This design comes from an exercise in tuning for small area, a short achievable clock period and few clock cycles per item on the open sky130 flow, not from production work. The RTL was checked by simulation tests, not by an equivalence proof against the original design.

`design/flow/config.mk`:
```
export PLATFORM = sky130hd
export DESIGN_NAME = huffman
export DESIGN_NICKNAME = huffman
export VERILOG_FILES = /design/flow/design.v
export SDC_FILE = /design/flow/constraint.sdc
export NUM_CORES = 4
export LEC_CHECK = 0
export CAP_MARGIN = 20
export CORE_MARGIN = 2
export CORE_UTILIZATION = 40
export SETUP_SLACK_MARGIN = 2.7
export SLEW_MARGIN = 20
```
`design/flow/constraint.sdc`:
```
create_clock -name core_clock -period 5.0 [get_ports {clk}]
set_input_delay 1.0000 -clock core_clock [delete_from_list [all_inputs] [get_ports {clk}]]
set_output_delay 1.0000 -clock core_clock [all_outputs]
set_load 0.01 [all_outputs]
```
`design/flow/design.v`:
```
module huffman(clk, reset, gray_valid, gray_data, CNT_valid, CNT1, CNT2, CNT3, CNT4, CNT5, CNT6,
    code_valid, HC1, HC2, HC3, HC4, HC5, HC6, M1, M2, M3, M4, M5, M6 );
input clk;
input reset;
input gray_valid;
input [7:0] gray_data;
output CNT_valid;
output [7:0] CNT1, CNT2, CNT3, CNT4, CNT5, CNT6;
output code_valid;
output [7:0] HC1, HC2, HC3, HC4, HC5, HC6;
output [7:0] M1, M2, M3, M4, M5, M6;
	reg [6:0] w [0:5];    
	reg [2:0] ptr [0:5];  
	reg [3:0] hc [0:5];
	reg [3:0] mk [0:5];   
	reg started;          
	reg act;              
	reg ph;               
	reg [4:1] fm;         
	assign CNT1 = {1'b0, w[5]};
	assign CNT2 = {1'b0, w[0]};
	assign CNT3 = {1'b0, w[1]};
	assign CNT4 = {1'b0, w[2]};
	assign CNT5 = {1'b0, w[3]};
	assign CNT6 = {1'b0, w[4]};
	assign HC1 = {3'b0, ptr[0][1], hc[0]};
	assign HC2 = {3'b0, ptr[1][1], hc[1]};
	assign HC3 = {3'b0, ptr[2][1], hc[2]};
	assign HC4 = {3'b0, ptr[3][1], hc[3]};
	assign HC5 = {3'b0, ptr[4][1], hc[4]};
	assign HC6 = {3'b0, ptr[5][1], hc[5]};
	assign M1 = {3'b0, ptr[0][0], mk[0][3:1], 1'b1};
	assign M2 = {3'b0, ptr[1][0], mk[1][3:1], 1'b1};
	assign M3 = {3'b0, ptr[2][0], mk[2][3:1], 1'b1};
	assign M4 = {3'b0, ptr[3][0], mk[3][3:1], 1'b1};
	assign M5 = {3'b0, ptr[4][0], mk[4][3:1], 1'b1};
	assign M6 = {3'b0, ptr[5][0], mk[5][3:1], 1'b1};
	wire detect = started && !gray_valid;
	assign CNT_valid = act && fm[4];
	assign code_valid = !act && !fm[1];
	wire sum = act && ph;
	wire ins = act && !ph;
	wire last = sum && w[2][6] && w[2][5] && w[2][4];
	function lt;
		input [6:0] a, b;
		integer n;
		begin
			lt = 1'b0;
			for (n = 0; n < 7; n = n + 1) lt = (a[n] == b[n]) ? lt : b[n];
		end
	endfunction
	wire [6:0] N = w[0];
	wire [5:1] l;
	genvar k;
	generate for (k = 1; k < 6; k = k + 1) begin : cmp
		assign l[k] = lt(w[k], N);
	end endgenerate
	wire [6:0] c = {1'b0, l[5], l[4:1] | fm, 1'b1};
	wire [6:1] mv = {sum, {5{act}} & (c[5:1] | {5{ph}})};
	wire [2:0] q = {c[4], c[2] & !c[4], (c[1] & !c[2]) | (c[3] & !c[4]) | c[5]};
	wire [6:0] ap = w[0] ^ w[1], ag = w[0] & w[1];
	wire [6:0] cy;
	assign cy[0] = 1'b0;
	assign cy[1] = ag[0];
	assign cy[2] = ag[1] | (ap[1] & ag[0]);
	wire g32 = ag[3] | (ap[3] & ag[2]), p32 = ap[3] & ap[2];
	wire g54 = ag[5] | (ap[5] & ag[4]), p54 = ap[5] & ap[4];
	assign cy[3] = ag[2] | (ap[2] & cy[2]);
	assign cy[4] = g32 | (p32 & cy[2]);
	assign cy[5] = ag[4] | (ap[4] & cy[4]);
	assign cy[6] = g54 | (p54 & cy[4]);
	wire [6:0] ws = ap ^ cy;
	always @(posedge clk or posedge reset) begin
		if (reset) begin
			started <= 0;
			act <= 0;
			ph <= 0;
			fm <= 4'b1111;
		end else begin
			started <= gray_valid || (started && !detect);
			act <= detect || (act && !last);
			ph <= ins && !fm[1];
			if (ins) fm <= {1'b0, fm[4:2]};
		end
	end
	wire [2:0] g = gray_data[2:0];
	wire [5:0] en = {gray_valid && g == 3'd6, gray_valid && g == 3'd5, gray_valid && g == 3'd4,
	                 gray_valid && g == 3'd3, gray_valid && g == 3'd2, gray_valid && g == 3'd1};
	wire [2:0] slot [0:5];
	assign slot[0] = 3'd5; assign slot[1] = 3'd0; assign slot[2] = 3'd1;
	assign slot[3] = 3'd2; assign slot[4] = 3'd3; assign slot[5] = 3'd4;
	genvar j;
	generate for (j = 0; j < 6; j = j + 1) begin : ent
		localparam integer s = (j == 5) ? 0 : j + 1;
		wire [6:0] up = (j < 5) ? w[j + 1] : 7'h7f;
		wire [6:0] ones;    
		assign ones[0] = 1'b1;
		genvar n;
		for (n = 1; n < 7; n = n + 1) begin : pre
			assign ones[n] = &w[j][n - 1:0];
		end
		wire [6:0] inc = w[j] ^ (ones & {7{en[s]}});
		wire tu = (j == 0) ? ins && c[1] : mv[j + 1];
		wire tn = (j == 0) ? act && !tu : mv[j] && !mv[j + 1];
		wire [6:0] nv = (j == 0) ? (sum ? ws : N) : N;
		wire [6:0] d = ({7{tu}} & up) | ({7{tn}} & nv) | ({7{!tu && !tn}} & inc);
		always @(posedge clk or posedge reset) begin
			if (reset) w[j] <= 0;
			else w[j] <= d;
		end
	end endgenerate
	reg [2:0] qr;
	always @(posedge clk or posedge reset) begin
		if (reset) qr <= 0;
		else qr <= (sum && !last) ? 3'd7 : ins ? q : 3'd0;
	end
	genvar i;
	generate for (i = 0; i < 6; i = i + 1) begin : sym
		wire [2:0] p = ptr[i];
		wire [2:0] pm1 = {p[2] & (p[1] | p[0]), p[1] ^ !p[0], !p[0]};  
		wire z = p == 3'd0;
		wire [2:0] pe = z ? ((qr == 3'd7) ? 3'd0 : qr) : ((p <= qr) ? pm1 : p);
		wire a = sum && pe[2:1] == 2'd0;
		wire a0 = sum && pe == 3'd0;
		always @(posedge clk or posedge reset) begin
			if (reset) begin
				ptr[i] <= slot[i];
				hc[i] <= 0;
				mk[i] <= 0;
			end else begin
				ptr[i] <= last ? {1'b0, mk[i][3] && a0, mk[i][3]} : pe;
				mk[i] <= mk[i] | ({4{a}} & {mk[i][2:0], 1'b1});
				hc[i] <= hc[i] | ({4{a0}} & {mk[i][2:0], 1'b1} & ~mk[i]);
			end
		end
	end endgenerate
endmodule
```
`design/flow/flow/run.sh`:
```
#!/bin/bash
# The standard layout, with plain buffers on the ports instead of the
# resizer's default pick (a slow delay cell), and a clock tree without the
# dummy balancing loads.
set -euo pipefail
export BUFFER_PORTS_ARGS="-buffer_cell sky130_fd_sc_hd__buf_2"
export CTS_ARGS="-sink_clustering_enable -repair_clock_nets -dont_use_dummy_load -buf_list {sky130_fd_sc_hd__clkbuf_4 sky130_fd_sc_hd__clkbuf_8}"
bash standard.sh > standard.log 2>&1
```
`design/flow/standard.sh`:
```
#!/bin/bash
# synth_recipe.tcl (not shown) runs the flow's synth.tcl, then flattens the netlist and writes it again
# the make line also repeats each setting of config.mk as NAME=value (left out here)
make -C /OpenROAD-flow-scripts/flow DESIGN_CONFIG=/design/flow/config.mk WORK_HOME=/design/flow/orfs CLKGATE_MAP_FILE= SYNTH_SCRIPT=/design/flow/synth_recipe.tcl "${@:-finish}"
```
==> qor.csv, run 1 <==
stage,metric,value,unit
floorplan,core box area,19500,um^2
final_layout,"most common cell after layout, fill and taps aside",buf_2,
final_layout,"commonest non-fill, non-tap cells in the layout","buf_2, dfrtp_1, inv_1",
detailed_routing,DR WL/cell,18.4,um
outcome,status,no timing/DRC/antenna violations,
timing,Final period util,45.3,%
clock_tree,clk buf depth,2,
final_layout,fraction of layout cells with a size suffix above 1,32.9,%
worst_setup_path,Startpoint Class,flip-flop,
global_route,initial antenna violation count,0,
hold_path,class of the worst hold path,flip-flop to flip-flop,
place,DP Cell Count,1143,
flow_run,max cap viols,0,
detailed_routing,Via density,5.48,
floorplan,IO Count,157,
worst_setup_path,Worst setup EP type,flip-flop,
global_route,Most Crowded Layer GR,met2,
final_layout,Multi-input gate area,4730,um^2
timing,Worst-Margin Slew,0.825,ns
synth,Synthesis Warnings,5,
global_route,met1 usage,27.9,%
final_layout,number of fill cells,1858,
synth,mean post-synth cell area,9.62,um^2
synth,sequential area share after synthesis,37.5,%
place,IO buf count,103,
floorplan,Total Die Area,20900,um^2
final_layout,Area Growth Syn to Fin,21.6,%
worst_setup_path,Critical Path RT,5.30,ns
timing,Slew Limit Fails,0,
timing,fin crit period,2.27,ns
synth,Synth area leaders,"dfrtp_1, buf_4, ha_1",
detailed_routing,First DRT Iteration DRCs,434,
clock_tree,CTS H-tree depth,4,
floorplan,FP Rows,51,
timing,Max Freq,441,MHz
clock_tree,CTS Buf Count,17,
floorplan,die width,145,um
floorplan,starting density of the core,40.7,%
global_route,largest net degree at the start of global routing,49,
global_route,number of global-route vias before repair,6276,
synth,Synth top area share,33.8,%
synth,Syn Std Cell Area,7920,um^2
hold_path,Hold Path Depth,1,
global_route,Global Route met2 Usage,35.4,%
clock_tree,TritonCTS clock tree,yes,
detailed_routing,DRC Markers,0,
synth,unique cell type count in the Yosys netlist,74,
synth,number of synthesized flops with an enable pin,0,
detailed_routing,Detail Route Antenna Nets,0,
floorplan,chip height,145,um
detailed_routing,drt first pass iters,6,
synth,synthesized instance count,823,
timing,Sum Neg Setup Slack,0,ns
global_route,global-route usage over all layers,21.1,%
global_route,total grt overflow,0,
detailed_routing,"wirelength, routed",22.3,mm
worst_setup_path,R2R cell count,9,
final_layout,register cell area after layout,2990,um^2
global_route,met3 usage,4.18,%
timing,final setup vio count,0,
worst_setup_path,Crit Path Class,flip-flop to flip-flop,
synth,prevailing post-synth register cell,dfrtp_1,
final_layout,layout net count,1000,
timing,relative max-transition margin,44.9,%
detailed_routing,routed vias,6636,
final_layout,final std cells w/o fill,1212,
clock_tree,clock root buffer master,clkbuf_8,
timing,RSZ-0062 raised after global routing,true,
clock_tree,"Clk pin slew, worst setup/hold paths",0.06,ns
worst_setup_path,crit path max fanout,10,
timing,clock skew,0.0263,ns
place,Final HPWL DP,14.5,mm
final_layout,antenna diode count,0,
timing,Final Hold Fails,0,
synth,Synth Register Bits,118,
clock_tree,CTS hold repair buffers,0,
synth,Post-synth ARST share,100,%
clock_tree,Clock Sinks,118,
clock_tree,clock latency (worst-skew pair),0.44,ns
worst_setup_path,Critical Path AT,2.57,ns
global_route,first-pass GRT wire length,33.9,mm
synth,Yosys top cell by area,dfrtp_1,
place,global placement routability congestion,0.851,
## stage by stage
stage	hold WS (ns)	instance area (um^2)	worst slack, ns	util [%]
final	0.458	9630	2.73	49.5
after global routing	0.478	9630	2.63	49.5
after detailed placement	0.450	8340	2.18	42.9
after CTS	0.463	9090	2.68	46.7
after global placement	0.443	8340	2.18	42.9
after floorplan	0.449	8150	2.57	-
## cells by family after synthesis
group                    count (synthesis)  synth area share (%)
AND/OR/NAND/NOR                        214                  14.1
AO/OA/AOI/OAI                          208                  20.6
adder cells (fa/ha/maj)                 46                  7.42
other                                    2                0.0948
multiplexers                            28                  3.73
flip-flops                             118                  37.5
buffers and inverters                  167                  12.1
XOR/XNOR                                40                  4.42
## flip-flops by register name, summed over array words and instances (netlist names)
signal,cells
qr,3
started,1
w,42
hc,24
mk,24
act,1
ph,1
ptr,18
fm,4
## worst max-delay path, cell delays in order, from the launching register on
cell       delay (ns)
dfrtp_2          0.40
buf_12           0.14
buf_4            0.10
nand2b_1         0.06
maj3_2           0.34
o2111ai_4        0.26
nand3_4          0.20
buf_4            0.19
o311a_4          0.15
a221o_1          0.31
## final timing paths
check / start / endpoint / slack (ns)
worst max-delay path: w[0][0] / w[1][6] / 2.73
worst min-delay path: hc[2][2] / hc[2][2] / 0.46
worst max register to register: w[0][0] / w[1][6] / 2.73
worst min register to register: hc[2][2] / hc[2][2] / 0.46
max in group asynchronous: reset / w[0][5] / 3.27
min in group asynchronous: reset / hc[1][2] / 0.61
## area by class of cell
type / instances / area share [%]
Timing Repair Buffer: 163 / 11.3
Inverter: 65 / 2.66
Tap cell: 265 / 3.44
Clock buffer: 17 / 2.43
Sequential cell: 118 / 31.1
Multi-Input combinational cell: 584 / 49.1
## cell usage after synthesis (5+ instances only)
cell,instances
a221o_1,16
xor2_1,8
a22oi_1,5
buf_4,79
mux2_2,7
dfstp_2,11
inv_1,62
a2111oi_2,5
o21ai_1,7
ha_1,37
buf_2,7
nor2b_1,22
dfrtp_1,107
clkbuf_1,11
a31o_2,8
mux2_1,5
nand2b_1,17
o21ai_0,23
and3_1,8
nor2_1,41
nand3_1,29
o22ai_1,17
xnor2_1,32
and2_1,9
nor3_1,10
mux2i_1,16
o21a_1,17
a31oi_1,7
o211ai_1,8
a41o_1,19
a21oi_1,34
nand2_1,51
o2111ai_1,6
a2111o_1,5
## repair_timing
item,CTS,global route
gates cloned,1,1
pin swaps,13,36
endpoints found under the setup margin,107,94
buffers inserted,26,24
gates resized for setup,51,73
## per-layer routing
metal  vias up  routed length [um]
met2       236               11300
met3        30                1210
met1      3294                9570
met5         -                   0
li1       3076                   -
met4         0                 265
Testbench counts, summed over its fixed seeds: cycles 11,136, items 96.
==> run 2, diff against run 1 <==
--- a/design/flow/config.mk
+++ b/design/flow/config.mk
@@ -8,5 +8,5 @@
 export CAP_MARGIN = 20
 export CORE_MARGIN = 2
 export CORE_UTILIZATION = 40
-export SETUP_SLACK_MARGIN = 2.7
+export SETUP_SLACK_MARGIN = 2.5
 export SLEW_MARGIN = 20
==> qor.csv, run 2 <==
stage,metric,value,unit,change
final_layout,fraction of layout cells with a size suffix above 1,24.9,%,-8.1 points
floorplan,core box area,19500,um^2,unchanged
final_layout,"most common cell after layout, fill and taps aside",buf_2,,
worst_setup_path,CP Buf/Inv Count,0,,-3
floorplan,starting density of the core,40.7,%,unchanged
final_layout,Multi-input gate area,4370,um^2,-7.7%
detailed_routing,First DRT Iteration DRCs,367,,-15%
clock_tree,CTS H-tree depth,4,,unchanged
timing,relative max-transition margin,28.9,%,-16 points
worst_setup_path,Crit Path Class,flip-flop to flip-flop,,
timing,Final period util,48.8,%,+3.5 points
global_route,initial antenna violation count,0,,unchanged
global_route,met3 usage,4.18,%,unchanged
final_layout,Area Growth Syn to Fin,10.7,%,
synth,sequential area share after synthesis,37.5,%,unchanged
floorplan,IO Count,157,,unchanged
global_route,global-route usage over all layers,20.1,%,-1.0 points
global_route,total grt overflow,0,,unchanged
place,global placement routability congestion,0.799,,-6.1%
final_layout,final std cells w/o fill,1162,,-4.1%
worst_setup_path,Critical Path AT,2.76,ns,+0.19 ns
hold_path,class of the worst hold path,flip-flop to flip-flop,,
clock_tree,TritonCTS clock tree,yes,,
global_route,number of global-route vias before repair,5906,,-5.9%
worst_setup_path,Worst setup EP type,flip-flop,,
detailed_routing,Via density,5.40,,-1.4%
timing,final setup vio count,0,,unchanged
timing,setup ws final,2.56,ns,-0.174 ns
synth,unique cell type count in the Yosys netlist,74,,unchanged
detailed_routing,DRC Markers,0,,unchanged
worst_setup_path,CP top delay family,simple AND/OR/NAND/NOR gates,,
synth,top-count cell post-synth,dfrtp_1,,
final_layout,"commonest non-fill, non-tap cells in the layout","buf_2, dfrtp_1, inv_1",,
worst_setup_path,slowest cell delay on critical path,0.59,ns,+0.19 ns
synth,Synthesis Warnings,5,,unchanged
floorplan,FP Rows,51,,unchanged
detailed_routing,routed vias,6272,,-5.5%
final_layout,layout net count,950,,-5.0%
timing,Sum Neg Setup Slack,0,ns,unchanged
global_route,Most Crowded Layer GR,met2,,
floorplan,Total Die Area,20900,um^2,unchanged
final_layout,Largest regs,"w x42, hc x24, mk x24",,
final_layout,number of fill cells,1922,,+3.4%
global_route,met1 usage,25.7,%,-2.2 points
final_layout,largest register by flop count,w,,
worst_setup_path,Startpoint Class,flip-flop,,
place,DP Cell Count,1138,,-0.44%
worst_setup_path,CP most frequent cell,nor3_4,,
place,IO buf count,103,,unchanged
clock_tree,CTS hold repair buffers,0,,unchanged
worst_setup_path,worst path cell trace,"ha_2, nand3b_1, a21oi_1, nor3_4, nor3_4, and2_2, a221o_1",,
detailed_routing,Detail Route Antenna Nets,0,,unchanged
timing,RSZ-0062 raised after global routing,true,,
global_route,first-pass GRT wire length,32.3,mm,-4.8%
final_layout,final core occ,45.1,%,-4.4 points
timing,fin crit period,2.44,ns,+0.174 ns
synth,Syn Std Cell Area,7920,um^2,unchanged
global_route,Global Route met2 Usage,34.7,%,-0.70 points
synth,Synth Register Bits,118,,unchanged
worst_setup_path,crit path max fanout,16,,+6
clock_tree,CTS Buf Count,17,,unchanged
clock_tree,clock latency (worst-skew pair),0.45,ns,about the same
outcome,status,no timing/DRC/antenna violations,,
final_layout,antenna diode count,0,,unchanged
timing,Max Freq,410,MHz,-7.1%
timing,clock skew,0.0192,ns,-0.00708 ns
worst_setup_path,CP max stage cell,dfrtp_4,,
final_layout,register cell area after layout,2990,um^2,-0.13%
floorplan,chip height,145,um,unchanged
clock_tree,clk buf depth,2,,unchanged
clock_tree,clock root buffer master,clkbuf_8,,
floorplan,die width,145,um,unchanged
clock_tree,Clock Sinks,118,,unchanged
place,Final HPWL DP,14.3,mm,-1.1%
detailed_routing,drt first pass iters,5,,-1
flow_run,max cap viols,0,,unchanged
synth,Yosys top cell by area,dfrtp_1,,
synth,mean post-synth cell area,9.62,um^2,unchanged
synth,Synth top area share,33.8,%,unchanged
detailed_routing,DR WL/cell,17.8,um,-3.6%
worst_setup_path,Critical Path RT,5.32,ns,+0.02 ns
global_route,largest net degree at the start of global routing,119,,+140%
synth,Post-synth ARST share,100,%,unchanged
timing,Slew Limit Fails,0,,unchanged
clock_tree,"Clk pin slew, worst setup/hold paths",0.06,ns,about the same
place,pre-CTS setup slack,2.14,ns,-0.0478 ns
detailed_routing,"wirelength, routed",20.6,mm,-7.6%
synth,synthesized instance count,823,,unchanged
timing,Final Hold Fails,0,,unchanged
synth,prevailing post-synth register cell,dfrtp_1,,
synth,"top cells by count, synth","dfrtp_1, buf_4, inv_1, nand2_1, nor2_1",,
final_layout,max reg flops,42,,unchanged
timing,Worst-Margin Slew,1.06,ns,+0.231 ns
synth,number of synthesized flops with an enable pin,0,,unchanged
synth,Synth area leaders,"dfrtp_1, buf_4, ha_1",,
==> run 2: cell counts after synthesis <==
No cell type changed its count.
==> run 2: layout make-up <==
class,instances,area share [%]
clock buffers,17,2.67
repair buffers,113,6.92
well taps,265,3.78
multi-input cells,584,49.8
flip-flops and latches,118,34.0
inverters,65,2.82
==> run 2: path summary, 6_finish.rpt <==
path                            startpoint  slack (ns)  depth (start not counted)  endpoint
min in group asynchronous            reset        0.73                          3  hc[1][2]
worst max-delay path               w[0][3]        2.56                          7   w[1][1]
max in group asynchronous            reset        3.69                          3   w[0][5]
worst min-delay path              hc[4][2]        0.46                          1  hc[4][2]
worst max register to register     w[0][3]        2.56                          7   w[1][1]
worst min register to register    hc[4][2]        0.46                          1  hc[4][2]
==> run 2: cells by family (layout without fill, tap and decap cells) <==
family	after synthesis	after routing	synth area share (%)
AND/OR/NAND/NOR	214	214	14.1
AO/OA/AOI/OAI	208	208	20.6
buffers and inverters	167	195	12.1
flip-flops	118	118	37.5
adder cells (fa/ha/maj)	46	46	7.42
XOR/XNOR	40	40	4.42
multiplexers	28	28	3.73
other	2	48	0.0948
==> run 2: worst reg2reg max path: cells and delay by family (launching register included) <==
kind / cells / cell delay [ns]
fa+ha+maj: 1 / 0.44
simple gates: 4 / 0.81
compound gates: 2 / 0.47
flops: 1 / 0.59
==> run 2: layer usage <==
metal / up-vias / part of all wire, %
met1: 3087 / 43
met2: 179 / 50
met5: - / 0
met3: 25 / 5.4
li1: 2981 / -
met4: 0 / 1.4
==> run 2: metrics by stage <==
| step | hold WS [ns] | area [um^2] |
|---|---|---|
| final | 0.458 | 8770 |
| after global routing | 0.480 | 8770 |
| after CTS | 0.463 | 8660 |
| after detailed placement | 0.450 | 8270 |
| after global placement | 0.442 | 8270 |
| after floorplan | 0.449 | 8100 |
==> run 2: timing repair <==
action,in CTS,in global routing
buffers inserted,5,2
hold endpoints to repair,0,0
gates resized for setup,28,19
pin swaps,2,3
setup endpoints to repair,68,52
==> run 3, diff against run 2 <==
--- a/design/flow/design.v
+++ b/design/flow/design.v
@@ -50,10 +50,11 @@
 		end
 	endfunction
 	wire [6:0] N = w[0];
+	reg [6:0] Nc;
 	wire [5:1] l;
 	genvar k;
 	generate for (k = 1; k < 6; k = k + 1) begin : cmp
-		assign l[k] = lt(w[k], N);
+		assign l[k] = lt(w[k], Nc);
 	end endgenerate
 	wire [6:0] c = {1'b0, l[5], l[4:1] | fm, 1'b1};
 	wire [6:1] mv = {sum, {5{act}} & (c[5:1] | {5{ph}})};
@@ -108,6 +109,9 @@
 			if (reset) w[j] <= 0;
 			else w[j] <= d;
 		end
+		if (j == 0) begin : copy
+			always @(posedge clk) Nc <= d;
+		end
 	end endgenerate
 	reg [2:0] qr;
 	always @(posedge clk or posedge reset) begin
==> qor.csv, run 3 <==
stage,metric,value,unit,change
floorplan,IO Count,157,,unchanged
place,Final HPWL DP,14.5,mm,+1.5%
detailed_routing,Detail Route Antenna Nets,0,,unchanged
final_layout,Area Growth Syn to Fin,10.4,%,
floorplan,core box area,19500,um^2,+0.33%
synth,Synth Register Bits,125,,+5.9%
synth,"top cells by count, synth","dfrtp_1, buf_4, inv_1, nand2_1, ha_1",,
synth,synthesized instance count,805,,-2.2%
floorplan,FP Rows,51,,unchanged
clock_tree,TritonCTS clock tree,yes,,
detailed_routing,Max Used Layer,met4,,
global_route,initial antenna violation count,0,,unchanged
floorplan,Total Die Area,21100,um^2,+0.51%
timing,Sum Neg Setup Slack,0,ns,unchanged
worst_setup_path,crit path max fanout,21,,+5
hold_path,class of the worst hold path,flip-flop to flip-flop,,
synth,Synth top area share,33.6,%,-0.18 points
final_layout,"most common cell after layout, fill and taps aside",buf_2,,
timing,Final Hold Fails,0,,unchanged
detailed_routing,DRT met1 WL,9.07,mm,+1.7%
detailed_routing,First DRT Iteration DRCs,350,,-4.6%
final_layout,register cell area after layout,3120,um^2,+4.3%
place,Placed Area,8380,um^2,+1.4%
worst_setup_path,Critical Path RT,4.00,ns,-1.32 ns
final_layout,number of fill cells,1950,,+1.5%
clock_tree,clk buf depth,2,,unchanged
clock_tree,Clock Sinks,125,,+5.9%
timing,Max Freq,424,MHz,+3.5%
outcome,status,no timing/DRC/antenna violations,,
final_layout,antenna diode count,0,,unchanged
synth,Post-synth ARST share,94.4,%,-5.6 points
synth,Yosys top cell by area,dfrtp_1,,
detailed_routing,routed vias,6136,,-2.2%
synth,number of synthesized flops with an enable pin,0,,unchanged
clock_tree,"Clk pin slew, worst setup/hold paths",0.07,ns,about the same
timing,Worst-Margin Slew,1.12,ns,+0.0585 ns
detailed_routing,DR WL/cell,17.1,um,-3.8%
global_route,global-route usage over all layers,19.1,%,-0.97 points
final_layout,fraction of layout cells with a size suffix above 1,24.0,%,-0.82 points
clock_tree,clock root buffer master,clkbuf_8,,
timing,final setup vio count,0,,unchanged
clock_tree,CTS hold repair buffers,0,,unchanged
detailed_routing,routed wl met2,9.46,mm,-8.2%
detailed_routing,"wirelength, routed",19.7,mm,-4.4%
timing,Slew Limit Fails,0,,unchanged
final_layout,cell area after layout,8790,um^2,+0.23%
worst_setup_path,Worst setup EP type,output pin,,
final_layout,final core occ,45.0,%,about the same
synth,Synth area leaders,"dfrtp_1, buf_4, ha_1",,
floorplan,chip height,145,um,+0.25%
clock_tree,CTS H-tree depth,4,,unchanged
final_layout,Multi-input gate area,4210,um^2,-3.5%
synth,Synthesis Warnings,5,,unchanged
detailed_routing,met3 routed WL,926,um,-18%
final_layout,Largest regs,"w x42, hc x24, mk x24",,
synth,sequential area share after synthesis,39.0,%,+1.6 points
global_route,first-pass GRT wire length,32.5,mm,+0.64%
final_layout,layout net count,942,,-0.84%
place,IO buf count,103,,unchanged
place,global placement routability congestion,0.822,,+2.9%
synth,unique cell type count in the Yosys netlist,82,,+11%
timing,Final period util,47.1,%,-1.7 points
synth,top-count cell post-synth,dfrtp_1,,
timing,relative max-transition margin,25.0,%,-3.9 points
timing,clock skew,0.0176,ns,-0.00167 ns
synth,Syn Std Cell Area,7960,um^2,+0.52%
place,DP Cell Count,1131,,-0.62%
final_layout,largest register by flop count,w,,
global_route,number of global-route vias before repair,6127,,+3.7%
synth,mean post-synth cell area,9.89,um^2,+2.8%
clock_tree,CTS Buf Count,17,,unchanged
floorplan,die width,145,um,+0.25%
worst_setup_path,Critical Path AT,1.36,ns,-1.40 ns
final_layout,"commonest non-fill, non-tap cells in the layout","buf_2, dfrtp_1, inv_1",,
flow_run,max cap viols,0,,unchanged
timing,fin crit period,2.36,ns,-0.0827 ns
detailed_routing,drt first pass iters,7,,+2
clock_tree,clock latency (worst-skew pair),0.45,ns,about the same
detailed_routing,DRC Markers,0,,unchanged
worst_setup_path,Crit Path Class,flip-flop to output pin,,
timing,RSZ-0062 raised after global routing,true,,
floorplan,starting density of the core,40.8,%,+0.078 points
synth,prevailing post-synth register cell,dfrtp_1,,
final_layout,max reg flops,42,,unchanged
global_route,largest net degree at the start of global routing,75,,-37%
global_route,total grt overflow,0,,unchanged
worst_setup_path,Startpoint Class,flip-flop,,
detailed_routing,Via density,5.31,,-1.6%
final_layout,final std cells w/o fill,1155,,-0.60%
## run 3: cell types whose count changed in the layout (fill, tap and decap cells not counted), sizes merged, moves of 7 or more
cell    before  now
nand3       30   18
dfxtp        0    7
nand2       51   62
nor3        13    4
o22ai       17    7
mux2        12    0
o221ai       3   29
nor2        43   34
a221o       16    2
a21oi       34   26
## run 3: logic make-up (layout without fill, tap and decap cells)
| kind of cell | after synthesis | after routing | share of synthesized area [%] |
|---|---|---|---|
| AOI/OAI and AO/OA | 216 | 216 | 22.4 |
| xor gates and xnor gates | 44 | 44 | 4.84 |
| adders and majority gates | 40 | 40 | 6.55 |
| buffers and inverters | 162 | 201 | 11.5 |
| DFF | 125 | 125 | 39.0 |
| muxes | 10 | 10 | 1.26 |
| other | 2 | 48 | 0.0943 |
| and+or+nand+nor | 206 | 206 | 14.4 |
## run 3: layer usage
layer | global-route usage, % | vias up
li1 | - | 2962
met1 | 25.6 | 2998
met2 | 31.5 | 158
met3 | 4.12 | 18
met4 | 4.95 | 0
met5 | 0 | -
## run 3: through the flow
| step | hold slack, ns | setup WS [ns] |
|---|---|---|
| after floorplan | 0.442 | 2.57 |
| after global placement | 0.444 | 2.22 |
| after detailed placement | 0.450 | 2.22 |
| after CTS | 0.464 | 2.51 |
| after global routing | 0.485 | 2.49 |
| final | 0.459 | 2.64 |
## run 3: worst paths after layout
kind,from,cells after the start,to,slack [ns]
worst min-delay path,hc[4][3],1,hc[4][3],0.46
min in group asynchronous,reset,2,hc[0][3],0.53
worst max-delay path,act,3,CNT_valid,2.64
worst min register to register,hc[4][3],1,hc[4][3],0.46
worst max register to register,qr[0],3,hc[1][3],2.65
max in group asynchronous,reset,3,fm[4],3.70
## run 3: worst max-delay path, stage by stage, from the launching register on
cell     delay [ns]
dfrtp_1        0.32
buf_4          0.28
and2_1         0.19
buf_2          0.13
## run 3: layout make-up
type / instances / share of cell area, %
multi-input cells: 564 / 47.9
flip-flops and latches: 125 / 35.4
repair buffers: 115 / 7.17
well taps: 265 / 3.77
inverters: 69 / 3.03
clock buffers: 17 / 2.66
## run 3: timing repair
action                     CTS  global route
resized for setup           13            14
setup buffers                4             2
setup endpoints to repair   54            68
pin swaps                    3             1
Testbench counts of run 3, summed over its fixed seeds: cycles 11,136, items 96.
==> run 4, diff against run 3 <==
==> design/flow/flow/run.sh (replaced) <==
#!/bin/bash
# The standard layout, with plain buffers on the ports instead of the
# resizer's default pick (a slow delay cell), a clock tree without the
# dummy balancing loads, and synthesis's single tie cells kept.
set -euo pipefail
export BUFFER_PORTS_ARGS="-buffer_cell sky130_fd_sc_hd__buf_2"
export CTS_ARGS="-sink_clustering_enable -repair_clock_nets -dont_use_dummy_load -buf_list {sky130_fd_sc_hd__clkbuf_4 sky130_fd_sc_hd__clkbuf_8}"
export SKIP_REPAIR_TIE_FANOUT=1
bash standard.sh > standard.log 2>&1
==> qor.csv, run 4 <==
stage,metric,value,unit,change
synth,mean post-synth cell area,9.89,um^2,unchanged
place,IO buf count,103,,unchanged
floorplan,starting density of the core,40.8,%,unchanged
detailed_routing,DRC Markers,0,,unchanged
place,DP Cell Count,1085,,-4.1%
detailed_routing,routed vias,6054,,-1.3%
synth,Post-synth ARST share,94.4,%,unchanged
final_layout,max reg flops,42,,unchanged
synth,Synthesis Warnings,5,,unchanged
worst_setup_path,Critical Path RT,5.29,ns,+1.29 ns
worst_setup_path,Worst setup EP type,flip-flop,,
synth,Syn Std Cell Area,7960,um^2,unchanged
synth,number of synthesized flops with an enable pin,0,,unchanged
final_layout,Largest regs,"w x42, hc x24, mk x24",,
synth,"top cells by count, synth","dfrtp_1, buf_4, inv_1, nand2_1, ha_1",,
clock_tree,Clock Sinks,125,,unchanged
synth,Synth area leaders,"dfrtp_1, buf_4, ha_1",,
timing,final setup vio count,0,,unchanged
worst_setup_path,Critical Path AT,2.66,ns,+1.30 ns
final_layout,"commonest non-fill, non-tap cells in the layout","buf_2, dfrtp_1, inv_1",,
synth,synthesized instance count,805,,unchanged
global_route,first-pass GRT wire length,32.1,mm,-1.3%
final_layout,cell area after layout,8600,um^2,-2.2%
final_layout,Multi-input gate area,4040,um^2,-4.2%
floorplan,FP Rows,51,,unchanged
worst_setup_path,Crit Path Class,flip-flop to flip-flop,,
outcome,status,no timing/DRC/antenna violations,,
timing,Slew Limit Fails,0,,unchanged
timing,fin crit period,2.37,ns,+0.0148 ns
synth,Synth Register Bits,125,,unchanged
clock_tree,CTS H-tree depth,4,,unchanged
hold_path,class of the worst hold path,flip-flop to flip-flop,,
clock_tree,clock latency (worst-skew pair),0.44,ns,about the same
final_layout,register cell area after layout,3110,um^2,about the same
final_layout,number of fill cells,1922,,-1.4%
flow_run,max cap viols,0,,unchanged
detailed_routing,Detail Route Antenna Nets,0,,unchanged
global_route,total grt overflow,0,,unchanged
final_layout,fraction of layout cells with a size suffix above 1,25.3,%,+1.3 points
synth,sequential area share after synthesis,39.0,%,unchanged
worst_setup_path,crit path max fanout,16,,-24%
final_layout,largest register by flop count,w,,
clock_tree,CTS hold repair buffers,0,,unchanged
timing,Final Hold Fails,0,,unchanged
timing,Sum Neg Setup Slack,0,ns,unchanged
synth,Yosys top cell by area,dfrtp_1,,
final_layout,"most common cell after layout, fill and taps aside",buf_2,,
detailed_routing,Via density,5.45,,+2.7%
clock_tree,"Clk pin slew, worst setup/hold paths",0.07,ns,about the same
timing,Max Freq,422,MHz,-0.62%
timing,relative max-transition margin,44.5,%,+20 points
final_layout,layout net count,897,,-4.8%
detailed_routing,"wirelength, routed",19.6,mm,-0.83%
global_route,global-route usage over all layers,18.9,%,-0.27 points
clock_tree,CTS Buf Count,17,,unchanged
final_layout,final std cells w/o fill,1110,,-3.9%
final_layout,Area Growth Syn to Fin,7.97,%,
detailed_routing,DR WL/cell,17.6,um,+3.2%
clock_tree,TritonCTS clock tree,yes,,
floorplan,die width,145,um,unchanged
detailed_routing,drt first pass iters,5,,-2
synth,top-count cell post-synth,dfrtp_1,,
global_route,number of global-route vias before repair,6011,,-1.9%
clock_tree,clk buf depth,2,,unchanged
timing,Final period util,47.4,%,+0.30 points
worst_setup_path,Startpoint Class,flip-flop,,
final_layout,antenna diode count,0,,unchanged
timing,RSZ-0062 raised after global routing,true,,
synth,Synth top area share,33.6,%,unchanged
global_route,largest net degree at the start of global routing,48,,-36%
clock_tree,clock root buffer master,clkbuf_8,,
timing,Worst-Margin Slew,0.830,ns,-0.285 ns
floorplan,core box area,19500,um^2,unchanged
floorplan,IO Count,157,,unchanged
global_route,initial antenna violation count,0,,unchanged
synth,unique cell type count in the Yosys netlist,82,,unchanged
timing,clock skew,0.0207,ns,+0.00315 ns
floorplan,chip height,145,um,unchanged
place,Placed Area,8200,um^2,-2.2%
place,global placement routability congestion,0.806,,-2.0%
synth,prevailing post-synth register cell,dfrtp_1,,
place,Final HPWL DP,14.5,mm,-0.43%
floorplan,Total Die Area,21100,um^2,unchanged
detailed_routing,First DRT Iteration DRCs,276,,-21%
[run 4: stage by stage]
step                      setup slack, ns  hold WS [ns]  utilization [%]
after floorplan                      2.57         0.442                -
after global placement               2.10         0.441             42.0
after detailed placement             2.02         0.451             42.0
after CTS                            2.51         0.467             43.6
after global routing                 2.50         0.479             44.0
final                                2.63         0.461             44.0
[run 4: kinds of logic after synthesis]
logic type	after synthesis	synth area share, %
compound gates	216	22.4
simple gates	206	14.4
buf+inv	162	11.5
flops	125	39.0
xor+xnor	44	4.84
fa+ha+maj	40	6.55
mux	10	1.26
other cells	2	0.0943
[run 4: final timing paths]
path	to	slack [ns]	cells after the start	start
max reg2reg	qr[0]	2.63	5	ph
min	hc[1][2]	0.46	1	hc[1][2]
min in group asynchronous	hc[0][2]	0.70	2	reset
max in group asynchronous	qr[1]	3.17	3	reset
min reg2reg	hc[1][2]	0.46	1	hc[1][2]
max	qr[0]	2.63	5	ph
[run 4: routing by layer]
metal  vias up  GRT usage, %  routed length [um]
li1       2919             -                   -
met1      2964          25.2                9140
met2       152          31.3                9280
met3        19          4.40                 904
met4         0          4.12                 237
met5         -             0                   0
[run 4: worst max-delay path, stage by stage (launching register included)]
cell	delay (ns)
dfrtp_2	0.65
clkinvlp_4	0.47
nand2_1	0.49
nor3_4	0.12
nand2_1	0.30
o2111ai_1	0.17
[run 4: what timing repair did]
item,in CTS,in global routing
pin swaps,2,0
setup buffers,4,4
setup endpoints to repair,70,62
resized for setup,14,14
[run 4: final cells by class]
cell class | count | share of cell area, %
flip-flops and latches | 125 | 36.2
clock buffers | 17 | 2.72
well taps | 265 | 3.86
inverters | 69 | 3.10
repair buffers | 116 | 7.13
multi-input cells | 518 | 47.0
==> run 5, diff against run 4 <==
==> design/flow/flow/run.sh (replaced) <==
#!/bin/bash
# The standard layout, with plain buffers on the ports instead of the
# resizer's default pick (a slow delay cell), a clock tree without the
# dummy balancing loads, and synthesis's single tie cells kept.
set -euo pipefail
export BUFFER_PORTS_ARGS="-buffer_cell sky130_fd_sc_hd__buf_1"
export CTS_ARGS="-sink_clustering_enable -repair_clock_nets -dont_use_dummy_load -buf_list {sky130_fd_sc_hd__clkbuf_4 sky130_fd_sc_hd__clkbuf_8}"
export SKIP_REPAIR_TIE_FANOUT=1
bash standard.sh > standard.log 2>&1
==> qor.csv, run 5 <==
stage,metric,value,unit,change
detailed_routing,Detail Route Antenna Nets,0,,unchanged
timing,Final Hold Fails,0,,unchanged
final_layout,largest register by flop count,w,,
place,pre-CTS setup slack,2.01,ns,-0.00561 ns
clock_tree,CTS H-tree depth,4,,unchanged
final_layout,antenna diode count,0,,unchanged
clock_tree,clk buf depth,2,,unchanged
final_layout,"most common cell after layout, fill and taps aside",buf_1,,
place,DP Cell Count,1085,,unchanged
worst_setup_path,Startpoint Class,flip-flop,,
synth,Yosys top cell by area,dfrtp_1,,
synth,Synth Register Bits,125,,unchanged
global_route,initial antenna violation count,0,,unchanged
synth,synthesized instance count,805,,unchanged
timing,Worst-Margin Slew,1.17,ns,+0.344 ns
detailed_routing,DR WL/cell,17.8,um,+1.0%
synth,top-count cell post-synth,dfrtp_1,,
clock_tree,TritonCTS clock tree,yes,,
worst_setup_path,Crit Path Class,flip-flop to flip-flop,,
timing,Max Freq,418,MHz,-0.89%
worst_setup_path,Critical Path RT,5.33,ns,+0.04 ns
final_layout,fraction of layout cells with a size suffix above 1,12.8,%,-13 points
detailed_routing,drt first pass iters,5,,unchanged
place,global placement routability congestion,0.820,,+1.8%
floorplan,core box area,19500,um^2,unchanged
floorplan,FP Rows,51,,unchanged
synth,prevailing post-synth register cell,dfrtp_1,,
outcome,status,no timing/DRC/antenna violations,,
clock_tree,clock root buffer master,clkbuf_8,,
synth,unique cell type count in the Yosys netlist,82,,unchanged
clock_tree,"Clk pin slew, worst setup/hold paths",0.07,ns,about the same
worst_setup_path,crit path max fanout,9,,-7
final_layout,final core occ,43.3,%,-0.72 points
timing,final setup vio count,0,,unchanged
synth,Synthesis Warnings,5,,unchanged
global_route,total grt overflow,0,,unchanged
detailed_routing,Via density,5.46,,about the same
final_layout,Area Growth Syn to Fin,6.21,%,
final_layout,number of fill cells,1967,,+2.3%
clock_tree,clock latency (worst-skew pair),0.45,ns,about the same
synth,sequential area share after synthesis,39.0,%,unchanged
worst_setup_path,R2R setup slack,2.61,ns,-0.02 ns
timing,Slew Limit Fails,0,,unchanged
synth,Syn Std Cell Area,7960,um^2,unchanged
synth,Post-synth ARST share,94.4,%,unchanged
detailed_routing,"wirelength, routed",19.7,mm,+0.84%
floorplan,IO Count,157,,unchanged
final_layout,register cell area after layout,3110,um^2,about the same
floorplan,die width,145,um,unchanged
timing,fin crit period,2.39,ns,+0.0214 ns
global_route,global-route usage over all layers,19.1,%,+0.20 points
global_route,number of global-route vias before repair,5874,,-2.3%
detailed_routing,DRC Markers,0,,unchanged
timing,RSZ-0062 raised after global routing,true,,
global_route,first-pass GRT wire length,32.2,mm,+0.34%
final_layout,max reg flops,42,,unchanged
final_layout,Largest regs,"w x42, hc x24, mk x24",,
final_layout,final std cells w/o fill,1108,,-0.18%
synth,number of synthesized flops with an enable pin,0,,unchanged
floorplan,starting density of the core,40.8,%,unchanged
timing,clock skew,0.0239,ns,+0.00315 ns
synth,Synth area leaders,"dfrtp_1, buf_4, ha_1",,
clock_tree,CTS Buf Count,17,,unchanged
timing,setup ws final,2.61,ns,-0.0214 ns
final_layout,Multi-input gate area,4050,um^2,+0.31%
floorplan,chip height,145,um,unchanged
timing,Sum Neg Setup Slack,0,ns,unchanged
synth,Synth top area share,33.6,%,unchanged
clock_tree,Clock Sinks,125,,unchanged
floorplan,Total Die Area,21100,um^2,unchanged
final_layout,"commonest non-fill, non-tap cells in the layout","buf_1, dfrtp_1, inv_1",,
detailed_routing,First DRT Iteration DRCs,338,,+22%
worst_setup_path,Worst setup EP type,flip-flop,,
timing,relative max-transition margin,21.0,%,-24 points
synth,mean post-synth cell area,9.89,um^2,unchanged
timing,Final period util,47.9,%,+0.43 points
detailed_routing,routed vias,6048,,-0.099%
flow_run,max cap viols,0,,unchanged
hold_path,class of the worst hold path,flip-flop to flip-flop,,
worst_setup_path,Critical Path AT,2.72,ns,+0.06 ns
place,IO buf count,103,,unchanged
place,Final HPWL DP,14.3,mm,-1.0%
global_route,largest net degree at the start of global routing,47,,-2.1%
synth,"top cells by count, synth","dfrtp_1, buf_4, inv_1, nand2_1, ha_1",,
final_layout,layout net count,895,,-0.22%
run 5: cell counts after synthesis:
No cell type changed its count.
run 5: cell families after synthesis:
kind of cell    count (synthesis)  synth area share (%)
buf+inv                       162                  11.5
other cells                     2                0.0943
xor+xnor                       44                  4.84
simple gates                  206                  14.4
fa+ha+maj                      40                  6.55
compound gates                216                  22.4
mux                            10                  1.26
flops                         125                  39.0
run 5: worst max-delay path: stages, from the launching register on:
cell	delay, ns
dfrtp_1	0.53
a21boi_0	0.97
mux2i_1	0.43
a41o_1	0.36
run 5: final timing paths:
kind | from | end | cells past startpoint
worst min register to register | hc[0][1] | hc[0][1] | 1
max in group asynchronous | reset | qr[1] | 3
worst max register to register | qr[0] | ptr[1][1] | 3
worst min-delay path | hc[0][1] | hc[0][1] | 1
worst max-delay path | qr[0] | ptr[1][1] | 3
min in group asynchronous | reset | mk[1][0] | 2
run 5: cell type report:
class                           instances  share of cell area, %
Clock buffer                           17                   2.77
Inverter                               69                   3.15
Multi-Input combinational cell        519                   47.9
Sequential cell                       125                   36.8
Tap cell                              265                   3.92
Timing Repair Buffer                  113                   5.46
run 5: per-layer routing:
| metal | vias to the layer above | part of all wire (%) | global-route usage, % |
|---|---|---|---|
| met5 | - | 0 | 0 |
| met4 | 0 | 1.6 | 5.78 |
| met3 | 21 | 5.0 | 4.25 |
| met2 | 173 | 46 | 30.1 |
| met1 | 2946 | 47 | 26.2 |
| li1 | 2908 | - | - |
run 5: repair_timing:
action	4_1_cts	5_1_grt
setup endpoints to repair	62	65
hold buffers	0	0
pin swaps	3	3
gates resized for setup	14	12
setup buffers	2	3
gates cloned	1	0
endpoints found under the hold margin	0	0
run 5: per-stage QoR:
step,area [um^2],hold WS [ns]
finish,8460,0.463
global route,8460,0.487
CTS,8400,0.472
detailed placement,8070,0.454
global placement,8070,0.445
floorplan,7970,0.442
==> run 6, diff against run 5 <==
--- a/design/flow/config.mk
+++ b/design/flow/config.mk
@@ -8,5 +8,5 @@
 export CAP_MARGIN = 20
 export CORE_MARGIN = 2
 export CORE_UTILIZATION = 40
-export SETUP_SLACK_MARGIN = 2.5
+export SETUP_SLACK_MARGIN = 2.4
 export SLEW_MARGIN = 20
==> qor.csv, run 6 <==
stage,metric,value,unit,change
final_layout,largest register by flop count,w,,
worst_setup_path,crit path max fanout,8,,-1
worst_setup_path,worst path cell trace,"buf_1, nand2_1, nor4_1, nand3_1, nor2_1, xnor2_1, o221ai_2",,
synth,"top cells by count, synth","dfrtp_1, buf_4, inv_1, nand2_1, ha_1",,
worst_setup_path,CP max stage cell,nor4_1,,
final_layout,Largest regs,"w x42, hc x24, mk x24",,
synth,Synth top area share,33.6,%,unchanged
detailed_routing,DR WL/cell,17.7,um,-0.53%
worst_setup_path,Crit Path Class,input port to flip-flop,,
floorplan,FP Rows,51,,unchanged
synth,prevailing post-synth register cell,dfrtp_1,,
final_layout,antenna diode count,0,,unchanged
floorplan,starting density of the core,40.8,%,unchanged
clock_tree,clock root buffer master,clkbuf_8,,
place,global placement routability congestion,0.820,,unchanged
timing,final setup vio count,0,,unchanged
detailed_routing,"wirelength, routed",19.6,mm,-0.62%
timing,Max Freq,411,MHz,-1.7%
global_route,number of global-route vias before repair,5851,,-0.39%
final_layout,number of fill cells,1977,,+0.51%
outcome,status,no timing/DRC/antenna violations,,
global_route,Most Crowded Layer GR,met2,,
final_layout,final core occ,43.1,%,-0.25 points
detailed_routing,routed vias,6046,,-0.033%
floorplan,Total Die Area,21100,um^2,unchanged
synth,number of synthesized flops with an enable pin,0,,unchanged
global_route,initial antenna violation count,0,,unchanged
timing,relative max-transition margin,25.7,%,+4.7 points
worst_setup_path,slowest cell delay on critical path,0.63,ns,-0.34 ns
synth,Synth Register Bits,125,,unchanged
final_layout,Area Growth Syn to Fin,5.59,%,
timing,RSZ-0062 raised after global routing,false,,
timing,Slew Limit Fails,0,,unchanged
detailed_routing,drt first pass iters,5,,unchanged
worst_setup_path,Startpoint Class,input port,,
place,IO buf count,103,,unchanged
clock_tree,TritonCTS clock tree,yes,,
final_layout,"commonest non-fill, non-tap cells in the layout","dfrtp_1, buf_1, inv_1",,
synth,mean post-synth cell area,9.89,um^2,unchanged
timing,Final Hold Fails,0,,unchanged
synth,Post-synth ARST share,94.4,%,unchanged
worst_setup_path,CP Buf/Inv Count,1,,+1
timing,Final period util,48.7,%,+0.85 points
clock_tree,CTS hold repair buffers,0,,unchanged
synth,sequential area share after synthesis,39.0,%,unchanged
floorplan,IO Count,157,,unchanged
detailed_routing,First DRT Iteration DRCs,304,,-10%
timing,Worst-Margin Slew,1.11,ns,-0.0644 ns
timing,fin crit period,2.44,ns,+0.0425 ns
final_layout,max reg flops,42,,unchanged
clock_tree,CTS Buf Count,17,,unchanged
worst_setup_path,Critical Path RT,5.29,ns,-0.04 ns
worst_setup_path,Worst setup EP type,flip-flop,,
clock_tree,clock latency (worst-skew pair),0.45,ns,about the same
place,Final HPWL DP,14.3,mm,unchanged
detailed_routing,Via density,5.46,,about the same
clock_tree,CTS H-tree depth,4,,unchanged
final_layout,layout net count,894,,-0.11%
final_layout,fraction of layout cells with a size suffix above 1,11.6,%,-1.2 points
synth,Yosys top cell by area,dfrtp_1,,
floorplan,die width,145,um,unchanged
timing,Sum Neg Setup Slack,0,ns,unchanged
synth,unique cell type count in the Yosys netlist,82,,unchanged
clock_tree,Clock Sinks,125,,unchanged
global_route,met3 usage,4.25,%,unchanged
synth,Synth area leaders,"dfrtp_1, buf_4, ha_1",,
global_route,total grt overflow,0,,unchanged
clock_tree,clk buf depth,2,,unchanged
global_route,Global Route met2 Usage,29.7,%,-0.38 points
hold_path,class of the worst hold path,flip-flop to flip-flop,,
final_layout,"most common cell after layout, fill and taps aside",dfrtp_1,,
detailed_routing,DRC Markers,0,,unchanged
worst_setup_path,Critical Path AT,2.72,ns,about the same
global_route,first-pass GRT wire length,31.9,mm,-0.98%
synth,Syn Std Cell Area,7960,um^2,unchanged
global_route,largest net degree at the start of global routing,47,,unchanged
global_route,met1 usage,25.9,%,-0.26 points
worst_setup_path,CP top delay family,simple AND/OR/NAND/NOR gates,,
synth,synthesized instance count,805,,unchanged
timing,clock skew,0.0232,ns,-0.000681 ns
detailed_routing,Detail Route Antenna Nets,0,,unchanged
synth,Synthesis Warnings,5,,unchanged
floorplan,core box area,19500,um^2,unchanged
flow_run,max cap viols,0,,unchanged
clock_tree,"Clk pin slew, worst setup/hold paths",0.06,ns,about the same
global_route,global-route usage over all layers,18.9,%,-0.20 points
floorplan,chip height,145,um,unchanged
synth,top-count cell post-synth,dfrtp_1,,
## run 6: changes by cell type in the layout (fill, tap and decap cells not counted), moves of 2 or more
cell | before | now
mux2i_2 | 2 | 0
dfrtp_2 | 5 | 3
mux2i_1 | 8 | 10
dfrtp_1 | 102 | 104
## run 6: what timing repair did
| item | in CTS | in global routing |
|---|---|---|
| setup buffers | 2 | 3 |
| gates resized for setup | 5 | 10 |
| setup endpoints to repair | 30 | 38 |
| pin swaps | 2 | 1 |
## run 6: area by class of cell
class | instances | area (um^2) | share of cell area [%]
Sequential cell | 125 | 3110 | 37.0
Clock buffer | 17 | 234 | 2.78
Timing Repair Buffer | 113 | 462 | 5.49
Multi-Input combinational cell | 518 | 4000 | 47.6
Inverter | 69 | 267 | 3.17
Tap cell | 265 | 332 | 3.94
## run 6: cells by family after synthesis
family,Yosys count,share of synthesized area (%)
AO/OA/AOI/OAI,216,22.4
XOR/XNOR,44,4.84
adder cells (fa/ha/maj),40,6.55
buffers and inverters,162,11.5
flip-flops,125,39.0
multiplexers,10,1.26
other,2,0.0943
AND/OR/NAND/NOR,206,14.4
## run 6: worst reg2reg max path, stage by stage, from the launching register on
cell and delay, ns:
dfrtp_1 0.44, ha_1 0.18, inv_1 0.05, fa_1 0.40, nor2b_1 0.16, o21ai_0 0.10
nand2b_1 0.09, fa_1 0.41, nand2_1 0.07, o31ai_1 0.07, a221o_1 0.33
## run 6: metrics by stage
stage / instance area (um^2) / instances / worst slack [ns] / hold WS, ns
after floorplan: 7970 / 805 / 2.57 / 0.442
after global placement: 8070 / 1085 / 2.02 / 0.445
after detailed placement: 8070 / 1085 / 2.01 / 0.454
after CTS: 8340 / 1104 / 2.41 / 0.472
after global routing: 8410 / 1107 / 2.40 / 0.487
final: 8410 / 1107 / 2.56 / 0.463
## run 6: layer usage
metal	wire length (um)	up-vias
met1	9310	2948
li1	-	2905
met2	8990	170
met5	0	-
met3	980	23
met4	326	0
## run 6: worst paths after layout
kind | from | end | slack, ns | cells after the start
min | hc[0][1] | hc[0][1] | 0.46 | 1
min in group asynchronous | reset | mk[1][0] | 0.73 | 2
max | gray_valid | w[2][6] | 2.56 | 7
min reg2reg | hc[0][1] | hc[0][1] | 0.46 | 1
max reg2reg | w[1][0] | w[0][4] | 2.57 | 10
max in group asynchronous | reset | ptr[4][2] | 3.16 | 3
==> run 7, diff against run 6 <==
--- a/design/flow/config.mk
+++ b/design/flow/config.mk
@@ -8,5 +8,5 @@
 export CAP_MARGIN = 20
 export CORE_MARGIN = 2
 export CORE_UTILIZATION = 40
-export SETUP_SLACK_MARGIN = 2.4
+export SETUP_SLACK_MARGIN = 2.7
 export SLEW_MARGIN = 20
==> qor.csv, run 7 <==
stage,metric,value,unit,change
floorplan,IO Count,157,,unchanged
hold_path,class of the worst hold path,flip-flop to flip-flop,,
synth,top-count cell post-synth,dfrtp_1,,
final_layout,layout net count,916,,+2.5%
floorplan,Total Die Area,21100,um^2,unchanged
global_route,initial antenna violation count,0,,unchanged
synth,mean post-synth cell area,9.89,um^2,unchanged
detailed_routing,"wirelength, routed",20.3,mm,+3.5%
timing,Max Freq,438,MHz,+6.6%
clock_tree,CTS hold repair buffers,0,,unchanged
outcome,status,no timing/DRC/antenna violations,,
global_route,largest net degree at the start of global routing,47,,unchanged
synth,Synthesis Warnings,5,,unchanged
timing,Final period util,45.7,%,-3.0 points
synth,Post-synth ARST share,94.4,%,unchanged
worst_setup_path,crit path max fanout,2,,-6
worst_setup_path,Critical Path AT,2.59,ns,-0.13 ns
clock_tree,clock latency (worst-skew pair),0.45,ns,about the same
synth,prevailing post-synth register cell,dfrtp_1,,
hold_path,hold path startpoint,hc[0][1],,
floorplan,starting density of the core,40.8,%,unchanged
detailed_routing,DR WL/cell,18.0,um,+1.4%
worst_setup_path,worst path cell trace,"ha_4, inv_2, fa_2, nor2b_2, o21ai_1, nand2b_1, fa_2, nand2_1, o31ai_1, a221o_1",,
final_layout,Largest regs,"w x42, hc x24, mk x24",,
worst_setup_path,slowest cell delay on critical path,0.44,ns,-0.19 ns
synth,unique cell type count in the Yosys netlist,82,,unchanged
worst_setup_path,CP top delay family,adder cells,,
global_route,number of global-route vias before repair,5939,,+1.5%
floorplan,die width,145,um,unchanged
timing,Slew Limit Fails,0,,unchanged
synth,sequential area share after synthesis,39.0,%,unchanged
global_route,global-route usage over all layers,19.4,%,+0.55 points
synth,Yosys top cell by area,dfrtp_1,,
place,Final HPWL DP,14.3,mm,unchanged
detailed_routing,Detail Route Antenna Nets,0,,unchanged
timing,Worst-Margin Slew,1.08,ns,-0.0255 ns
clock_tree,clk buf depth,2,,unchanged
flow_run,max cap viols,0,,unchanged
worst_setup_path,Startpoint Class,flip-flop,,
clock_tree,"Clk pin slew, worst setup/hold paths",0.06,ns,about the same
worst_setup_path,CP max stage cell,fa_2,,
timing,final setup vio count,0,,unchanged
timing,fin crit period,2.29,ns,-0.150 ns
place,Placed Area,8070,um^2,unchanged
detailed_routing,Via density,5.48,,+0.26%
synth,"top cells by count, synth","dfrtp_1, buf_4, inv_1, nand2_1, ha_1",,
final_layout,fraction of layout cells with a size suffix above 1,18.2,%,+6.5 points
worst_setup_path,CP most frequent cell,fa_2,,
synth,Synth area leaders,"dfrtp_1, buf_4, ha_1",,
synth,number of synthesized flops with an enable pin,0,,unchanged
floorplan,FP Rows,51,,unchanged
timing,relative max-transition margin,27.5,%,+1.7 points
synth,Synth top area share,33.6,%,unchanged
timing,clock skew,0.0238,ns,+0.000617 ns
timing,Final Hold Fails,0,,unchanged
place,IO buf count,103,,unchanged
clock_tree,CTS H-tree depth,4,,unchanged
worst_setup_path,Crit. Startpoint,w[1][0],,
synth,Synth Register Bits,125,,unchanged
final_layout,"commonest non-fill, non-tap cells in the layout","buf_1, dfrtp_1, inv_1",,
final_layout,largest register by flop count,w,,
final_layout,register cell area after layout,3120,um^2,+0.28%
clock_tree,clock root buffer master,clkbuf_8,,
final_layout,Multi-input gate area,4240,um^2,+5.8%
worst_setup_path,Crit Path Class,flip-flop to flip-flop,,
detailed_routing,DRC Markers,0,,unchanged
timing,RSZ-0062 raised after global routing,true,,
clock_tree,Clock Sinks,125,,unchanged
final_layout,antenna diode count,0,,unchanged
final_layout,cell area after layout,8860,um^2,+5.3%
detailed_routing,routed vias,6182,,+2.2%
final_layout,max reg flops,42,,unchanged
worst_setup_path,Worst setup EP type,flip-flop,,
global_route,total grt overflow,0,,unchanged
floorplan,core box area,19500,um^2,unchanged
synth,synthesized instance count,805,,unchanged
timing,Sum Neg Setup Slack,0,ns,unchanged
floorplan,chip height,145,um,unchanged
clock_tree,TritonCTS clock tree,yes,,
clock_tree,CTS Buf Count,17,,unchanged
worst_setup_path,FF-to-FF Start,w[1][0],,
synth,Syn Std Cell Area,7960,um^2,unchanged
global_route,first-pass GRT wire length,32.7,mm,+2.6%
final_layout,Area Growth Syn to Fin,11.2,%,
final_layout,"most common cell after layout, fill and taps aside",buf_1,,
detailed_routing,First DRT Iteration DRCs,297,,-2.3%
worst_setup_path,CP Buf/Inv Count,1,,unchanged
final_layout,number of fill cells,1934,,-2.2%
detailed_routing,drt first pass iters,5,,unchanged
place,global placement routability congestion,0.820,,unchanged
worst_setup_path,Critical Path RT,5.30,ns,about the same
==> run 7: worst register-to-register path: stages, from the launching register on <==
cell and delay (ns):
dfrtp_2 0.39, ha_4 0.13, inv_2 0.03, fa_2 0.36, nor2b_2 0.14, o21ai_1 0.08, nand2b_1 0.10, fa_2 0.44
nand2_1 0.07, o31ai_1 0.07, a221o_1 0.33
==> run 7: worst paths after layout <==
kind	to	slack (ns)	depth (start not counted)
worst max-delay path	w[0][4]	2.71	10
worst min-delay path	hc[0][1]	0.46	1
worst max register to register	w[0][4]	2.71	10
worst min register to register	hc[0][1]	0.46	1
max in group asynchronous	qr[1]	3.14	3
min in group asynchronous	hc[0][3]	0.73	2
==> run 7: what timing repair did <==
action | in CTS | in global routing
gates cloned | 2 | 0
pin swaps | 7 | 21
gates resized for setup | 34 | 41
buffers inserted | 11 | 14
setup endpoints to repair | 91 | 97
==> run 7: per-layer routing <==
layer,GRT usage (%),share of wire (%)
met1,26.8,47
met4,6.03,1.9
met2,30.5,46
met5,0,0
met3,4.25,4.9
==> run 7: per-stage QoR <==
stage / cells / util, % / setup slack, ns / hold slack (ns)
global route: 1129 / 45.4 / 2.63 / 0.487
global placement: 1085 / 41.3 / 2.02 / 0.445
CTS: 1115 / 43.9 / 2.69 / 0.472
finish: 1129 / 45.4 / 2.71 / 0.463
floorplan: 805 / - / 2.57 / 0.442
detailed placement: 1085 / 41.3 / 2.01 / 0.454
==> run 7: layout make-up <==
type                       instances  share of cell area (%)
multi-input combinational        519                    47.9
tap                              265                    3.74
sequential                       125                    35.2
clock buffer                      17                    2.64
inverter                          69                    3.04
timing repair buffer             134                    7.50
==> run 7: cells by family (layout without fill, tap and decap cells) <==
group / Yosys count / in the layout / synth area share (%)
fa+ha+maj: 40 / 40 / 6.55
buf+inv: 162 / 220 / 11.5
other cells: 2 / 2 / 0.0943
flops: 125 / 125 / 39.0
mux: 10 / 10 / 1.26
compound gates: 216 / 216 / 22.4
simple gates: 206 / 207 / 14.4
xor+xnor: 44 / 44 / 4.84

## static timing again, ports no longer ideal
How much do the figures lean on ideal ports? The routed layouts below were timed once more, with nothing changed but the port constraints.
Step 1 (the two cells are an assumption about what drives the block):
set clk [get_ports {clk}]
set_driving_cell -lib_cell sky130_fd_sc_hd__clkbuf_16 $clk
set_driving_cell -lib_cell sky130_fd_sc_hd__buf_2 [delete_from_list [all_inputs] $clk]
Step 2 times the ports against the registers' clock, not the clock port: input delays grow and output delays shrink by t, the midpoint of the rising clock arrivals with the driver on.
a / b / c = no drivers / after step 1 / after step 2; a / b = the first two.
| run | t (ns) | slack for setup (ns) | worst register clock-pin slew, ns | pins driven straight from the clock port |
|---|---|---|---|---|
| run 1 | 0.465 | 2.734 / 2.702 / 2.313 | 0.08 / 0.08 | 1 |
| run 2 | 0.471 | 2.560 / 2.525 / 2.229 | 0.08 / 0.08 | 1 |
| run 3 | 0.474 | 2.643 / 2.605 / 2.536 | 0.08 / 0.08 | 1 |
| run 4 | 0.471 | 2.628 / 2.618 / 2.257 | 0.08 / 0.08 | 1 |
| run 5 | 0.475 | 2.607 / 2.580 / 2.316 | 0.08 / 0.08 | 1 |
| run 6 | 0.476 | 2.564 / 2.569 / 2.109 | 0.08 / 0.08 | 1 |
| run 7 | 0.479 | 2.714 / 2.701 / 2.415 | 0.08 / 0.08 | 1 |
After both steps every run listed still meets setup and hold. The setup slack of run 6, which loses most, moves by +0.005 ns with the drivers and by -0.455 ns with both steps.
